Context: an optimization exercise on an open-source flow, tuned for small area. The choices shown serve that exercise and are no tape-out recipe.
In this exercise RTL edits were held to simulation tests only and were not proved equivalent to the original.
Power is estimated from default activity; no workload was simulated.

==> flow/design.v <==
module spi_slave (
    input  wire        rst_n,
    input  wire        spi_clk,
    input  wire        mosi,
    output reg         miso,
    input  wire        csb,
    input  wire        ldb,
    input  wire [10:0] sensor_data_0,
    input  wire [10:0] sensor_data_1,
    input  wire [10:0] sensor_data_2,
    input  wire [10:0] sensor_data_3,
    input  wire [10:0] sensor_data_4,
    input  wire [10:0] sensor_data_5,
    input  wire [10:0] sensor_data_6,
    input  wire [10:0] sensor_data_7,
    input  wire [10:0] sensor_data_8,
    input  wire [10:0] sensor_data_9,
    input  wire [10:0] sensor_data_10,
    input  wire [10:0] sensor_data_11,
    input  wire [10:0] sensor_data_12,
    input  wire [10:0] sensor_data_13,
    input  wire [10:0] sensor_data_14,
    input  wire [10:0] sensor_data_15
);
    wire [175:0] sensors = {sensor_data_15, sensor_data_14, sensor_data_13, sensor_data_12,
                            sensor_data_11, sensor_data_10, sensor_data_9,  sensor_data_8,
                            sensor_data_7,  sensor_data_6,  sensor_data_5,  sensor_data_4,
                            sensor_data_3,  sensor_data_2,  sensor_data_1,  sensor_data_0};
    reg  [3:0]  cnt;         
    reg         started;     
    reg         skip;        
    reg         active;      
    reg         rd;          
    reg  [3:0]  addr;        
    reg  [9:0]  sh;          
    reg         clr;         
    reg  [10:0] mem [0:15];
    wire load  = !csb && !ldb && (cnt <= 4'd4);
    wire step  = !csb && !load && started;    
    wire wr    = !csb && (cnt == 4'd15) && !rd;
    wire [10:0] wdata = {sh, mosi};
    reg  [3:0]  cnt_d;
    reg  [3:0]  addr_d;
    always @(*) begin
        cnt_d = cnt;
        if (csb)
            cnt_d = 4'd0;
        else if (step)
            cnt_d = cnt + 4'd1;
        addr_d = addr;
        if (step && cnt >= 4'd1 && cnt <= 4'd4)
            addr_d = {addr[2:0], mosi};
    end
    always @(posedge spi_clk or negedge rst_n) begin
        if (!rst_n) begin
            cnt     <= 4'd0;
            started <= 1'b0;
            skip    <= 1'b0;
            active  <= 1'b0;
            rd      <= 1'b0;
        end else begin
            cnt <= cnt_d;
            if (csb) begin
                started <= 1'b0;
                skip    <= 1'b0;
                active  <= 1'b0;
                rd      <= 1'b0;
            end else begin
                started <= 1'b1;
                if (!started && !load)
                    active <= 1'b1;
                if (started && cnt == 4'd0) begin
                    if (load)
                        skip <= 1'b1;
                    else begin
                        skip <= 1'b0;
                        if (!skip)
                            rd <= mosi;
                    end
                end
            end
        end
    end
    always @(posedge spi_clk or negedge rst_n) begin
        if (!rst_n)
            clr <= 1'b1;
        else
            clr <= 1'b0;
    end
    always @(posedge spi_clk) begin
        sh   <= {sh[8:0], mosi};
        addr <= addr_d;
    end
    genvar w;
    generate
        for (w = 0; w < 16; w = w + 1) begin : g_word
            wire we = wr && addr == w;
            wire [10:0] nxt = ({11{load}} & sensors[11*w +: 11])
                            | ({11{we}} & wdata)
                            | ({11{!load && !we && !clr}} & mem[w]);
            always @(posedge spi_clk)
                mem[w] <= nxt;
        end
    endgenerate
    wire [10:0] word = mem[addr_d];
    wire [3:0]  bidx = ~cnt_d;
    wire        miso_d = active && !csb && rd && (cnt_d >= 4'd5) && word[bidx];
    always @(posedge spi_clk or negedge rst_n) begin
        if (!rst_n)
            miso <= 1'b0;
        else
            miso <= miso_d;
    end
endmodule
clock: 20.0 ns
lec_check: 0
cap_margin: 20
core_margin: 2
core_utilization: 55
slew_margin: 20
run.sh (not shown) runs the stock make flow with config.mk's settings and CLKGATE_MAP_FILE= SYNTH_SCRIPT=/design/flow/synth_recipe.tcl, a recipe that flattens the netlist after the stock synthesis.
==> next run, changes <==
==> flow/flow/run.sh (new file) <==
#!/bin/bash
# Standard layout with three changes:
#  - synthesis is the standard flow's own script, with ABC run on an area-oriented script
#    (abc_area.script here) instead of ORFS's speed script;
#  - the port buffers are buf_1 cells;
#  - the clock tree is built from small clock buffers, without dummy loads.
set -euo pipefail
W=$PWD
export FLOW_WORK=$W
export MY_ABC_SCRIPT=$W/flow/abc_area.script
export MY_ABC_DONT_USE="sky130_fd_sc_hd__nor4_1 sky130_fd_sc_hd__nor4_2 sky130_fd_sc_hd__nor4_4 sky130_fd_sc_hd__nand4_1 sky130_fd_sc_hd__nor3_1 sky130_fd_sc_hd__nor4b_1 sky130_fd_sc_hd__nor4bb_1"
export BUFFER_PORTS_ARGS="-buffer_cell sky130_fd_sc_hd__buf_1"
export CTS_ARGS="-sink_clustering_enable -repair_clock_nets -dont_use_dummy_load -buf_list {sky130_fd_sc_hd__clkbuf_2 sky130_fd_sc_hd__clkbuf_4 sky130_fd_sc_hd__clkbuf_8}"
bash standard.sh SYNTH_SCRIPT=$W/flow/synth.tcl finish > flow_standard.log 2>&1
==> flow/flow/abc_area.script (new file) <==
&get -n
&st
&dch -f
&nf -a
&st
&dch -f
&nf -a
&put
==> flow/flow/synth.tcl (new file) <==
# The standard flow's synthesis script, with ABC given the script in MY_ABC_SCRIPT, no
# delay target, and the weak multi-input NOR/NAND cells in MY_ABC_DONT_USE
# kept out of its mapping. Everything else, registers included, is unchanged.
proc abc {args} {
  set i [lsearch $args -script]
  if {$i >= 0} { lset args [expr {$i+1}] $::env(MY_ABC_SCRIPT) }
  set i [lsearch $args -D]
  if {$i >= 0} { set args [lreplace $args $i [expr {$i+1}]] }
  foreach c $::env(MY_ABC_DONT_USE) { lappend args -dont_use $c }
  yosys abc {*}$args
}
source $::env(FLOW_WORK)/synth_recipe.tcl
==> flow/standard.sh (new file) <==
#!/bin/bash
# synth_recipe.tcl (not shown) runs the flow's synth.tcl, then flattens the netlist and writes it again
# the make line also repeats each setting of config.mk as NAME=value (left out here)
make -C /OpenROAD-flow-scripts/flow DESIGN_CONFIG=/design/flow/config.mk WORK_HOME=/design/flow/orfs CLKGATE_MAP_FILE= SYNTH_SCRIPT=/design/flow/synth_recipe.tcl "${@:-finish}"
--- a/flow/config.mk
+++ b/flow/config.mk
@@ -7,5 +7,5 @@
 export LEC_CHECK = 0
-export CAP_MARGIN = 20
+export CAP_MARGIN = 0
 export CORE_MARGIN = 2
-export CORE_UTILIZATION = 55
-export SLEW_MARGIN = 20
+export CORE_UTILIZATION = 40
+export SLEW_MARGIN = 0
removed: flow/run.sh
Result: The changed run completed without violations. First-iteration DRC count decreases by a quarter to a third. Utilization decreases by 24 points. Power is lower by about a fifth.
==> next run, changes <==
--- a/flow/flow/run.sh
+++ b/flow/flow/run.sh
@@ -10,3 +10,2 @@
 export MY_ABC_SCRIPT=$W/flow/abc_area.script
-export MY_ABC_DONT_USE="sky130_fd_sc_hd__nor4_1 sky130_fd_sc_hd__nor4_2 sky130_fd_sc_hd__nor4_4 sky130_fd_sc_hd__nand4_1 sky130_fd_sc_hd__nor3_1 sky130_fd_sc_hd__nor4b_1 sky130_fd_sc_hd__nor4bb_1"
 export BUFFER_PORTS_ARGS="-buffer_cell sky130_fd_sc_hd__buf_1"
==> flow/flow/synth.tcl (replaced) <==
# The standard flow's synthesis script, with ABC given the script in MY_ABC_SCRIPT and no
# delay target. Everything else, registers included, is unchanged.
proc abc {args} {
  set i [lsearch $args -script]
  if {$i >= 0} { lset args [expr {$i+1}] $::env(MY_ABC_SCRIPT) }
  set i [lsearch $args -D]
  if {$i >= 0} { set args [lreplace $args $i [expr {$i+1}]] }
  yosys abc {*}$args
}
source $::env(FLOW_WORK)/synth_recipe.tcl
--- a/flow/config.mk
+++ b/flow/config.mk
@@ -10,2 +10,3 @@
 export CORE_UTILIZATION = 40
+export GPL_TIMING_DRIVEN = 0
 export SLEW_MARGIN = 0
What happened: The changed run went through all stages and came out clean. Routed wire length went down by a few percent. Fmax decreases by about a fifth. Worst hold slack gets worse by 0.016 ns. Design area rose slightly. Area after synthesis decreases slightly. Non-clock buffer count increases by 19. Via count came out lower slightly.
==> next run, changes <==
--- a/flow/config.mk
+++ b/flow/config.mk
@@ -10,3 +10,2 @@
 export CORE_UTILIZATION = 40
-export GPL_TIMING_DRIVEN = 0
 export SLEW_MARGIN = 0
What happened: The new run completed with no timing, DRC or antenna violations. Wire length went up by a few percent. Critical path depth is unchanged. Non-clock buffer count came out lower by 14. Synthesized cell count stays the same. Clock skew increases by 0.0046 ns. Register-to-register slack got worse by 0.06 ns.

========
## alpha
RTL: the design.v shown in full above, as it stands there.
clock: 20.0 ns
lec_check: 0
cap_margin: 20
core_margin: 2
core_utilization: 40
slew_margin: 20
standard.sh (not shown) runs the stock make flow with config.mk's settings and CLKGATE_MAP_FILE= SYNTH_SCRIPT=/design/flow/synth_recipe.tcl, a recipe that flattens the netlist after the stock synthesis.
==> flow/flow/run.sh <==
#!/bin/bash
# Standard layout with three changes:
#  - synthesis is the standard flow's own script, with ABC run on an area-oriented script
#    (abc_area.script here) instead of ORFS's speed script;
#  - the port buffers are buf_1 cells;
#  - the clock tree is built from small clock buffers, without dummy loads.
set -euo pipefail
W=$PWD
export FLOW_WORK=$W
export MY_ABC_SCRIPT=$W/flow/abc_area.script
export BUFFER_PORTS_ARGS="-buffer_cell sky130_fd_sc_hd__buf_1"
export CTS_ARGS="-sink_clustering_enable -repair_clock_nets -dont_use_dummy_load -buf_list {sky130_fd_sc_hd__clkbuf_2 sky130_fd_sc_hd__clkbuf_4 sky130_fd_sc_hd__clkbuf_8}"
bash standard.sh SYNTH_SCRIPT=$W/flow/synth.tcl finish > flow_standard.log 2>&1
==> flow/flow/abc_area.script <==
&get -n
&st
&dch -f
&nf -a
&st
&dch -f
&nf -a
&put
==> flow/flow/synth.tcl <==
# The standard flow's synthesis script, with ABC given the script in MY_ABC_SCRIPT and no
# delay target. Everything else, registers included, is unchanged.
proc abc {args} {
  set i [lsearch $args -script]
  if {$i >= 0} { lset args [expr {$i+1}] $::env(MY_ABC_SCRIPT) }
  set i [lsearch $args -D]
  if {$i >= 0} { set args [lreplace $args $i [expr {$i+1}]] }
  yosys abc {*}$args
}
source $::env(FLOW_WORK)/synth_recipe.tcl
Every stage of the flow completed for alpha, and the final layout passed the timing, design-rule and antenna checks.
#### Input delta (beta over alpha)
- changing CORE_UTILIZATION from 40 to 55
==> flow/flow/run.sh <==
#!/bin/bash
# Standard layout, with the port buffers made of buf_1 cells and a clock tree
# built from small clock buffers.
set -euo pipefail
export BUFFER_PORTS_ARGS="-buffer_cell sky130_fd_sc_hd__buf_1"
bash standard.sh finish > flow_standard.log 2>&1
removed: flow/flow/abc_area.script
removed: flow/flow/synth.tcl
--- outcome ---
Side by side, overall track demand over capacity in global routing turned out higher in beta than in alpha.
beta completed every stage of the flow, and the final layout passed the timing, design-rule and antenna checks.
[compare] base=alpha new=beta: final area picked up an extra 6.4%; detailed-route wire length picked up an extra 510 µm; core outline area lost 18%.
From alpha to beta the numbers moved as follows: area growth from synthesis to layout fell by 6.4 points, post-layout worst setup margin +2.51 ns, area of the die fell by 18%.
Input-level comparison between gamma and beta:
- changing CORE_UTILIZATION from 55 to 50
==> flow/flow/run.sh <==
#!/bin/bash
# Standard layout with three changes:
#  - synthesis is the standard flow's own script, with ABC run on an area-oriented script
#    (abc_area.script here) instead of ORFS's speed script;
#  - the port buffers are buf_1 cells;
#  - the clock tree is built from small clock buffers, without dummy loads.
set -euo pipefail
W=$PWD
export FLOW_WORK=$W
export MY_ABC_SCRIPT=$W/flow/abc_area.script
export BUFFER_PORTS_ARGS="-buffer_cell sky130_fd_sc_hd__buf_1"
export CTS_ARGS="-sink_clustering_enable -repair_clock_nets -dont_use_dummy_load -buf_list {sky130_fd_sc_hd__clkbuf_2 sky130_fd_sc_hd__clkbuf_4 sky130_fd_sc_hd__clkbuf_8}"
bash standard.sh SYNTH_SCRIPT=$W/flow/synth.tcl finish > flow_standard.log 2>&1
==> flow/flow/abc_area.script (new file) <==
&get -n
&st
&dch -f
&nf -a
&st
&dch -f
&nf -a
&put
==> flow/flow/synth.tcl (new file) <==
# The standard flow's synthesis script, with ABC given the script in MY_ABC_SCRIPT and no
# delay target. Everything else, registers included, is unchanged.
proc abc {args} {
  set i [lsearch $args -script]
  if {$i >= 0} { lset args [expr {$i+1}] $::env(MY_ABC_SCRIPT) }
  set i [lsearch $args -D]
  if {$i >= 0} { set args [lreplace $args $i [expr {$i+1}]] }
  yosys abc {*}$args
}
source $::env(FLOW_WORK)/synth_recipe.tcl
Notes after the runs:
- The run showing the greater met2 track utilization from global routing is beta.
- beta → gamma: portion of the post-synthesis area used by sequential elements has increased, die area now sits lower, proportion of power drawn by flip-flops and latches went up by 6.2 points.

## what the ideal ports hide
Ports are ideal in the flow. The routed layouts listed here were re-timed in OpenROAD. Step 1: set_driving_cell puts a clkbuf_16 on spi_clk and a buf_2 on each other input, an assumption about the parent block. Step 2 also shifts input and output timing later by t, the mid clock arrival at the registers, as if the neighbouring blocks saw the same clock. Slacks: no drivers / after step 1 / after step 2; pairs: no drivers / after step 1.
run | t, ns | setup WS [ns] | slew at the worst register clock pin (ns) | worst slew at a driven data input, ns
the first run of note 1 | 0.484 | 12.759 / 12.781 / 12.296 | 0.08 / 0.08 | 0.05
the second run of note 1 | 0.511 | 12.340 / 12.357 / 11.846 | 0.12 / 0.12 | 0.04
the third run of note 1 | 0.500 | 10.620 / 10.642 / 10.142 | 0.11 / 0.11 | 0.04
the fourth run of note 1 | 0.494 | 10.680 / 10.701 / 10.207 | 0.11 / 0.11 | 0.04
alpha | 0.493 | 10.678 / 10.699 / 10.206 | 0.11 / 0.11 | 0.04
beta | 0.483 | 13.183 / 13.205 / 12.722 | 0.08 / 0.08 | 0.05
gamma | 0.493 | 10.999 / 11.020 / 10.527 | 0.11 / 0.11 | 0.04
After both steps setup and hold are still met in every run listed. For the second run of note 1, which loses most, drivers alone change the setup slack by +0.017 ns; drivers and shift together by -0.494 ns.
